What follows belongs to an exercise in optimizing a design on an open flow for small area; a production flow would make more cautious choices. Only simulation tests tie the RTL to the original design; equivalence was not proved.

==> job 9684: inputs <==
==> flow/design.v <==
module error_correction # (
    parameter puf_sig_length     = 256,
    parameter ipid_N             = 16
)
(
    input                                clk,
    input                                rst_n,
    input        [1:0]                   pcm_instruction,
    input        [puf_sig_length-1:0]    pcm_puf_in,
    input                                pcm_puf_in_valid,
    input        [$clog2(ipid_N)-1:0]    pcm_ipid_number,
    output logic [puf_sig_length-1:0]    pcm_puf_out,
    output logic                         pcm_puf_out_valid,
    output logic                         pcm_S_c  
);
localparam NW = puf_sig_length/16;
localparam NB = 6*NW;
localparam [1:0] IDLE = 2'd0, PROVISION_ID = 2'd1, CORRECT_SIG = 2'd2;
logic [1:0] state_r;
wire correcting = (state_r == CORRECT_SIG);
wire ncorrecting = ~(state_r == CORRECT_SIG);
wire wen = (state_r == PROVISION_ID) && pcm_puf_in_valid;
wire [ipid_N-1:0] rsel, we, nwe;
genvar k, j;
generate
    for (k = 0; k < ipid_N; k++) begin : sel
        assign rsel[k] = (pcm_ipid_number == k);
        assign we[k]   = wen & rsel[k];
        assign nwe[k]  = ~(wen & rsel[k]);
    end
endgenerate
wire [NB-1:0] wchk;
logic [NB-1:0] parity_bits [0:ipid_N-1];
wire  [NB-1:0] parity_next [0:ipid_N-1];
generate
    for (k = 0; k < ipid_N; k++) begin : st
        ec_hold #(.W(NB)) u_hold (.q(parity_bits[k]), .w(wchk), .we(we[k]), .nwe(nwe[k]), .d(parity_next[k]));
        always @(posedge clk) parity_bits[k] <= parity_next[k];
    end
endgenerate
wire [NB-1:0] rd_n;
ec_read #(.W(NB)) u_read (
    .v0(parity_bits[0]), .v1(parity_bits[1]), .v2(parity_bits[2]), .v3(parity_bits[3]),
    .v4(parity_bits[4]), .v5(parity_bits[5]), .v6(parity_bits[6]), .v7(parity_bits[7]),
    .v8(parity_bits[8]), .v9(parity_bits[9]), .v10(parity_bits[10]), .v11(parity_bits[11]),
    .v12(parity_bits[12]), .v13(parity_bits[13]), .v14(parity_bits[14]), .v15(parity_bits[15]),
    .sel(pcm_ipid_number), .y_n(rd_n));
wire [puf_sig_length-1:0] out_next;
generate
    for (j = 0; j < NW; j++) begin : w
        ec_word u_word (.s(pcm_puf_in[16*j +: 16]), .rd_n(rd_n[6*j +: 6]), .en(correcting), .nen(ncorrecting),
                        .q(pcm_puf_out[16*j +: 16]), .wchk(wchk[6*j +: 6]), .q_next(out_next[16*j +: 16]));
    end
endgenerate
always @(posedge clk, negedge rst_n) begin
    if (~rst_n) begin
        state_r <= IDLE;
        pcm_puf_out_valid <= 0;
        pcm_puf_out <= 0;
        pcm_S_c <= 0;
    end
    else begin
        pcm_puf_out <= out_next;
        case (state_r)
            IDLE : begin
                pcm_S_c <= 0;
                pcm_puf_out_valid <= 0;
                if (pcm_instruction == 2'd1) state_r <= PROVISION_ID;
                else if (pcm_instruction == 2'd2) state_r <= CORRECT_SIG;
            end
            PROVISION_ID : begin
                if (pcm_puf_in_valid) begin
                    pcm_S_c <= 1;
                    if (pcm_instruction == 2'd0) begin
                        state_r <= IDLE;
                        pcm_S_c <= 0;
                    end
                end
            end
            CORRECT_SIG : begin
                pcm_puf_out_valid <= 1;
                if (pcm_instruction == 2'd0) state_r <= IDLE;
            end
            default : ;
        endcase
    end
end
endmodule
module ec_hold #(parameter W = 96) (
    input  [W-1:0] q,
    input  [W-1:0] w,
    input          we,
    input          nwe,
    output [W-1:0] d
);
assign d = (q & {W{nwe}}) | (w & {W{we}});
endmodule
module ec_read #(parameter W = 96) (
    input  [W-1:0] v0, v1, v2, v3, v4, v5, v6, v7, v8, v9, v10, v11, v12, v13, v14, v15,
    input  [3:0]   sel,
    output [W-1:0] y_n
);
wire [15:0] dec_n;    
genvar k;
generate
    for (k = 0; k < 16; k++) begin : d
        assign dec_n[k] = ~(sel == k);
    end
endgenerate
assign y_n = ~((v0 | {W{dec_n[0]}}) & (v1 | {W{dec_n[1]}}) & (v2 | {W{dec_n[2]}}) & (v3 | {W{dec_n[3]}}) &
               (v4 | {W{dec_n[4]}}) & (v5 | {W{dec_n[5]}}) & (v6 | {W{dec_n[6]}}) & (v7 | {W{dec_n[7]}}) &
               (v8 | {W{dec_n[8]}}) & (v9 | {W{dec_n[9]}}) & (v10 | {W{dec_n[10]}}) & (v11 | {W{dec_n[11]}}) &
               (v12 | {W{dec_n[12]}}) & (v13 | {W{dec_n[13]}}) & (v14 | {W{dec_n[14]}}) & (v15 | {W{dec_n[15]}}));
endmodule
module ec_word (
    input  [15:0] s,
    input  [5:0]  rd_n,
    input         en,
    input         nen,    
    input  [15:0] q,
    output [5:0]  wchk,
    output [15:0] q_next
);
wire [47:0] x;
wire       par3;    
assign x[15:0] = s;
ec_xor u_x0 (.a(x[13]), .b(x[15]), .y(x[16]));
ec_xor u_x1 (.a(x[10]), .b(x[14]), .y(x[17]));
ec_xor u_x2 (.a(x[9]), .b(x[11]), .y(x[18]));
ec_xor u_x3 (.a(x[12]), .b(x[18]), .y(x[19]));
ec_xor u_x4 (.a(x[1]), .b(x[16]), .y(x[20]));
ec_xor u_x5 (.a(x[0]), .b(x[19]), .y(x[21]));
ec_xor u_x6 (.a(x[17]), .b(x[21]), .y(x[22]));
ec_xor u_x7 (.a(x[5]), .b(x[6]), .y(x[23]));
ec_xor u_x8 (.a(x[3]), .b(x[8]), .y(x[24]));
ec_xor u_x9 (.a(x[4]), .b(x[23]), .y(x[25]));
ec_xor u_x10 (.a(x[7]), .b(x[14]), .y(x[26]));
ec_xor u_x11 (.a(x[3]), .b(x[22]), .y(x[27]));
ec_xor u_x12 (.a(x[4]), .b(x[20]), .y(x[28]));
ec_xor u_x13 (.a(x[9]), .b(x[24]), .y(x[29]));
ec_xor u_x14 (.a(x[2]), .b(x[27]), .y(x[30]));
ec_xor u_x15 (.a(x[2]), .b(x[26]), .y(x[31]));
assign wchk[3] = x[28] ^ x[30];
ec_xor u_x17 (.a(x[15]), .b(x[25]), .y(x[33]));
ec_xor u_x18 (.a(x[16]), .b(x[29]), .y(x[34]));
ec_xor u_x19 (.a(x[0]), .b(x[29]), .y(x[35]));
ec_xor u_x20 (.a(x[6]), .b(x[34]), .y(x[36]));
ec_xor u_x21 (.a(x[8]), .b(x[17]), .y(x[37]));
ec_xor u_x22 (.a(x[5]), .b(x[18]), .y(x[38]));
ec_xor u_x23 (.a(x[7]), .b(x[28]), .y(x[39]));
assign wchk[1] = x[37] ^ x[39];
assign wchk[4] = x[12] ^ x[36];
ec_xor u_x26 (.a(x[31]), .b(x[35]), .y(x[42]));
assign par3 = x[20] ^ x[30];
ec_xor u_x28 (.a(x[1]), .b(x[42]), .y(x[44]));
assign wchk[0] = x[31] ^ x[38];
assign wchk[5] = x[33] ^ x[44];
assign wchk[2] = x[22] ^ x[33];
wire [5:0] syn_n = {wchk[5:4], par3, wchk[2:0]} ^ rd_n;    
ec_dec u_dec (.syn_n(syn_n), .s(s), .q(q), .en(en), .nen(nen), .q_next(q_next));
endmodule
module ec_dec (
    input  [5:0]  syn_n,    
    input  [15:0] s,
    input  [15:0] q,
    input         en,
    input         nen,    
    output [15:0] q_next
);
localparam [6*16-1:0] COL = {
    6'b111110, 6'b101111, 6'b011010, 6'b011100, 6'b001101, 6'b001110, 6'b111101, 6'b110010,
    6'b100011, 6'b110100, 6'b100101, 6'b100110, 6'b111000, 6'b101001, 6'b101010, 6'b101100};
wire [5:0] syn = ~syn_n;
wire [3:0] pa_n, pb_n, pc_n;
genvar i;
generate
    for (i = 0; i < 4; i++) begin : p
        assign pa_n[i] = ~(syn[1:0] == i);
        assign pb_n[i] = ~(syn[3:2] == i);
        assign pc_n[i] = ~(syn[5:4] == i);
    end
    for (i = 0; i < 16; i++) begin : b
        ec_obit u_bit (.s(s[i]), .a_n(pa_n[COL[6*i +: 2]]), .b_n(pb_n[COL[6*i+2 +: 2]]), .c_n(pc_n[COL[6*i+4 +: 2]]),
                       .q(q[i]), .en(en), .nen(nen), .q_next(q_next[i]));
    end
endgenerate
endmodule
module ec_obit (
    input  s,
    input  a_n,
    input  b_n,
    input  c_n,
    input  q,
    input  en,
    input  nen,    
    output q_next
);
wire x = s ^ ~(a_n | b_n | c_n);
assign q_next = (q & nen) | (x & en);
endmodule
module ec_xor (
    input  a,
    input  b,
    output y
);
assign y = a ^ b;
endmodule
==> flow/flow/run.sh <==
#!/bin/bash
# The standard layout (standard.sh), with three changes:
#  - synthesis maps the logic with an area-oriented ABC script (flow/area.abc);
#    everything else in synthesis, and so every register, is as in synth_recipe.tcl
#  - the port buffers use the smallest buffer cell
#  - CTS uses small clock buffers and no dummy loads
# Each tool's output is in flow_make.log here and in orfs/logs/.
set -euo pipefail
here=$(pwd)
{
  echo '# synth_recipe.tcl with the ABC script replaced'
  echo 'proc abc {args} {'
  echo '  set i [lsearch -exact $args -script]'
  echo "  if { \$i >= 0 } { set args [lreplace \$args [expr {\$i + 1}] [expr {\$i + 1}] $here/flow/area.abc] }"
  echo '  yosys abc {*}$args'
  echo '}'
  cat synth_recipe.tcl
} > my_synth.tcl
sed -e "s#SYNTH_SCRIPT=[^ ]*#SYNTH_SCRIPT=$here/my_synth.tcl#" standard.sh > my_standard.sh
grep -q "SYNTH_SCRIPT=$here/my_synth.tcl" my_standard.sh
export BUFFER_PORTS_ARGS="-buffer_cell sky130_fd_sc_hd__buf_1"
export CTS_ARGS="-sink_clustering_enable -repair_clock_nets -buf_list sky130_fd_sc_hd__clkbuf_4 -sink_clustering_size 9 -sink_clustering_max_diameter 40 -dont_use_dummy_load"
bash my_standard.sh > flow_make.log 2>&1
==> flow/flow/area.abc <==
strash
&get -n
&fraig -x
&put
dc2
strash
&get -n
&dch -f
&nf -R 1000 -p
&put
==> flow/standard.sh <==
#!/bin/bash
# synth_recipe.tcl (not shown) runs the flow's synth.tcl, then flattens the netlist and writes it again
# the make line also repeats each setting of config.mk as NAME=value (left out here)
make -C /OpenROAD-flow-scripts/flow DESIGN_CONFIG=/design/flow/config.mk WORK_HOME=/design/flow/orfs CLKGATE_MAP_FILE= SYNTH_SCRIPT=/design/flow/synth_recipe.tcl "${@:-finish}"
==> flow/config.mk <==
export PLATFORM = sky130hd
export DESIGN_NAME = error_correction
export DESIGN_NICKNAME = error_correction
export VERILOG_FILES = /design/flow/design.v
export SDC_FILE = /design/flow/constraint.sdc
export NUM_CORES = 4
export LEC_CHECK = 0
export CAP_MARGIN = 20
export CORE_MARGIN = 2
export CORE_UTILIZATION = 65
export PLACE_DENSITY = 0.75
export SLEW_MARGIN = 20
export SYNTH_HIERARCHICAL = 1
export SYNTH_MINIMUM_KEEP_SIZE = 0
==> flow/constraint.sdc <==
create_clock -name core_clock -period 5.0 [get_ports {clk}]
set_input_delay 1.0000 -clock core_clock [delete_from_list [all_inputs] [get_ports {clk}]]
set_output_delay 1.0000 -clock core_clock [all_outputs]
set_load 0.01 [all_outputs]
==> job 2998: changes against job 9684 <==
==> flow/design.v, changed modules only <==
module ec_read #(parameter W = 96) (
    input  [W-1:0] v0, v1, v2, v3, v4, v5, v6, v7, v8, v9, v10, v11, v12, v13, v14, v15,
    input  [3:0]   sel,
    output [W-1:0] y_n
);
wire [15:0] dec;
genvar k;
generate
    for (k = 0; k < 16; k++) begin : d
        assign dec[k] = (sel == k);
    end
endgenerate
assign y_n = ~((v0 & {W{dec[0]}}) | (v1 & {W{dec[1]}}) | (v2 & {W{dec[2]}}) | (v3 & {W{dec[3]}}) |
               (v4 & {W{dec[4]}}) | (v5 & {W{dec[5]}}) | (v6 & {W{dec[6]}}) | (v7 & {W{dec[7]}}) |
               (v8 & {W{dec[8]}}) | (v9 & {W{dec[9]}}) | (v10 & {W{dec[10]}}) | (v11 & {W{dec[11]}}) |
               (v12 & {W{dec[12]}}) | (v13 & {W{dec[13]}}) | (v14 & {W{dec[14]}}) | (v15 & {W{dec[15]}}));
endmodule
module ec_word (
    input  [15:0] s,
    input  [5:0]  rd_n,
    input         en,
    input         nen,    
    input  [15:0] q,
    output [5:0]  wchk,
    output [15:0] q_next
);
wire t3 = s[0]^s[1]^s[2]^s[3]^s[9]^s[10]^s[11]^s[12]^s[13]^s[14]^s[15];
wire [5:0] par = {
    s[0]^s[1]^s[2]^s[3]^s[4]^s[5]^s[6]^s[7]^s[8]^s[9]^s[14]^s[15],
    s[3]^s[6]^s[8]^s[9]^s[12]^s[13]^s[15],
    t3,
    s[0]^s[4]^s[5]^s[6]^s[9]^s[10]^s[11]^s[12]^s[14]^s[15],
    s[1]^s[4]^s[7]^s[8]^s[10]^s[13]^s[14]^s[15],
    s[2]^s[5]^s[7]^s[9]^s[11]^s[14]};
assign wchk = par ^ {2'b00, s[4], 3'b000};
localparam [6*16-1:0] COL = {
    6'b111110, 6'b101111, 6'b011010, 6'b011100, 6'b001101, 6'b001110, 6'b111101, 6'b110010,
    6'b100011, 6'b110100, 6'b100101, 6'b100110, 6'b111000, 6'b101001, 6'b101010, 6'b101100};
wire [5:0] syn = ~(par ^ rd_n);
wire [3:0] pa_n, pb_n, pc_n;
genvar i;
generate
    for (i = 0; i < 4; i++) begin : p
        assign pa_n[i] = ~(syn[1:0] == i);
        assign pb_n[i] = ~(syn[3:2] == i);
        assign pc_n[i] = ~(syn[5:4] == i);
    end
    for (i = 0; i < 16; i++) begin : b
        ec_obit u_bit (.s(s[i]), .a_n(pa_n[COL[6*i +: 2]]), .b_n(pb_n[COL[6*i+2 +: 2]]), .c_n(pc_n[COL[6*i+4 +: 2]]),
                       .q(q[i]), .en(en), .nen(nen), .q_next(q_next[i]));
    end
endgenerate
endmodule
// module ec_dec removed
// module ec_xor removed
--- a/flow/flow/run.sh
+++ b/flow/flow/run.sh
@@ -21,3 +21,3 @@
 export BUFFER_PORTS_ARGS="-buffer_cell sky130_fd_sc_hd__buf_1"
-export CTS_ARGS="-sink_clustering_enable -repair_clock_nets -buf_list sky130_fd_sc_hd__clkbuf_4 -sink_clustering_size 9 -sink_clustering_max_diameter 40 -dont_use_dummy_load"
+export CTS_ARGS="-sink_clustering_enable -repair_clock_nets -buf_list sky130_fd_sc_hd__clkbuf_4 -sink_clustering_size 10 -sink_clustering_max_diameter 40 -dont_use_dummy_load"
 bash my_standard.sh > flow_make.log 2>&1
--- a/flow/config.mk
+++ b/flow/config.mk
@@ -7,7 +7,8 @@
 export LEC_CHECK = 0
-export CAP_MARGIN = 20
+export CAP_MARGIN = 5
 export CORE_MARGIN = 2
-export CORE_UTILIZATION = 65
-export PLACE_DENSITY = 0.75
-export SLEW_MARGIN = 20
+export CORE_UTILIZATION = 55
+export GPL_TIMING_DRIVEN = 0
+export PLACE_DENSITY = 0.65
+export SLEW_MARGIN = 5
 export SYNTH_HIERARCHICAL = 1
==> job 9825: changes against job 9684 <==
==> flow/design.v, changed modules only <==
module ec_read #(parameter W = 96) (
    input  [W-1:0] v0, v1, v2, v3, v4, v5, v6, v7, v8, v9, v10, v11, v12, v13, v14, v15,
    input  [3:0]   sel,
    output [W-1:0] y_n
);
wire [15:0] dec;
genvar k;
generate
    for (k = 0; k < 16; k++) begin : d
        assign dec[k] = (sel == k);
    end
endgenerate
assign y_n = ~((v0 & {W{dec[0]}}) | (v1 & {W{dec[1]}}) | (v2 & {W{dec[2]}}) | (v3 & {W{dec[3]}}) |
               (v4 & {W{dec[4]}}) | (v5 & {W{dec[5]}}) | (v6 & {W{dec[6]}}) | (v7 & {W{dec[7]}}) |
               (v8 & {W{dec[8]}}) | (v9 & {W{dec[9]}}) | (v10 & {W{dec[10]}}) | (v11 & {W{dec[11]}}) |
               (v12 & {W{dec[12]}}) | (v13 & {W{dec[13]}}) | (v14 & {W{dec[14]}}) | (v15 & {W{dec[15]}}));
endmodule
module ec_word (
    input  [15:0] s,
    input  [5:0]  rd_n,
    input         en,
    input         nen,    
    input  [15:0] q,
    output [5:0]  wchk,
    output [15:0] q_next
);
wire t3 = s[0]^s[1]^s[2]^s[3]^s[9]^s[10]^s[11]^s[12]^s[13]^s[14]^s[15];
wire [5:0] par = {
    s[0]^s[1]^s[2]^s[3]^s[4]^s[5]^s[6]^s[7]^s[8]^s[9]^s[14]^s[15],
    s[3]^s[6]^s[8]^s[9]^s[12]^s[13]^s[15],
    t3,
    s[0]^s[4]^s[5]^s[6]^s[9]^s[10]^s[11]^s[12]^s[14]^s[15],
    s[1]^s[4]^s[7]^s[8]^s[10]^s[13]^s[14]^s[15],
    s[2]^s[5]^s[7]^s[9]^s[11]^s[14]};
assign wchk = par ^ {2'b00, s[4], 3'b000};
localparam [6*16-1:0] COL = {
    6'b111110, 6'b101111, 6'b011010, 6'b011100, 6'b001101, 6'b001110, 6'b111101, 6'b110010,
    6'b100011, 6'b110100, 6'b100101, 6'b100110, 6'b111000, 6'b101001, 6'b101010, 6'b101100};
wire [5:0] syn = ~(par ^ rd_n);
wire [3:0] pa_n, pb_n, pc_n;
genvar i;
generate
    for (i = 0; i < 4; i++) begin : p
        assign pa_n[i] = ~(syn[1:0] == i);
        assign pb_n[i] = ~(syn[3:2] == i);
        assign pc_n[i] = ~(syn[5:4] == i);
    end
    for (i = 0; i < 16; i++) begin : b
        ec_obit u_bit (.s(s[i]), .a_n(pa_n[COL[6*i +: 2]]), .b_n(pb_n[COL[6*i+2 +: 2]]), .c_n(pc_n[COL[6*i+4 +: 2]]),
                       .q(q[i]), .en(en), .nen(nen), .q_next(q_next[i]));
    end
endgenerate
endmodule
// module ec_dec removed
// module ec_xor removed
==> impl_metrics.env <==
export IMPL_outcome="timing/DRC/antenna clean"
export IMPL_reg2reg_slack_ps=670
export IMPL_p_seq_mw=22.0
export IMPL_post_route_period_util=0.930
export IMPL_stdcell_count=9086
export IMPL_core_mm2=0.129
export IMPL_clk_latency_ps=1340
export IMPL_grt_pass1_wl_um=394000
# the run above: job 2998

==> impl_metrics.env <==
export IMPL_outcome="timing/DRC/antenna clean"
export IMPL_stdcell_count=8774
export IMPL_post_route_period_util=0.758
export IMPL_pre_cts_ws_ps=276
export IMPL_core_mm2=0.109
export IMPL_grt_pass1_wl_um=375000
export IMPL_p_seq_mw=22.1
export IMPL_reg2reg_slack_ps=1510
# the run above: job 9825

==> impl_metrics.env <==
export IMPL_reg2reg_slack_ps=1310
export IMPL_stdcell_count=8722
export IMPL_core_mm2=0.107
export IMPL_post_route_period_util=0.738
export IMPL_outcome="timing/DRC/antenna clean"
export IMPL_p_seq_mw=22.1
export IMPL_grt_pass1_wl_um=370000
export IMPL_totalWireLength_um=246000
# the run above: job 9684

## separate check: timing with driven ports
How much do the figures lean on ideal ports? The routed layouts below were timed once more, with nothing changed but the port constraints. Step 1 (the two cells are an assumption about what drives the block):
set clk [get_ports {clk}]
set_driving_cell -lib_cell sky130_fd_sc_hd__clkbuf_16 $clk
set_driving_cell -lib_cell sky130_fd_sc_hd__buf_2 [delete_from_list [all_inputs] $clk]
Step 2 adds t to the input delays and takes it off the output delays; t is the mean of the earliest and latest rising clock arrival at the registers after step 1. Input paths then give back, and output paths get back, about the clock's delay inside the block. Slacks: no drivers / after step 1 / after step 2; pairs: no drivers / after step 1.
| run | t (ns) | slack for setup (ns) | worst setup path at the end | latest minus earliest clock arrival (ns) | worst data-port slew with drivers (ns) |
|---|---|---|---|---|---|
| job 9684 | 1.281 | 1.311 / 1.311 / 0.209 | input to register | 0.126 / 0.126 | 0.07 |
| job 2998 | 1.372 | 0.348 / 0.378 / -0.994 | input to register | 0.123 / 0.123 | 0.20 |
| job 9825 | 1.261 | 1.211 / 1.234 / -0.027 | input to register | 0.118 / 0.118 | 0.13 |
Met with ideal ports but missed after step 2: setup timing in job 2998 and job 9825. For job 2998, which loses most, drivers alone change the setup slack by +0.030 ns; drivers and shift together by -1.342 ns.
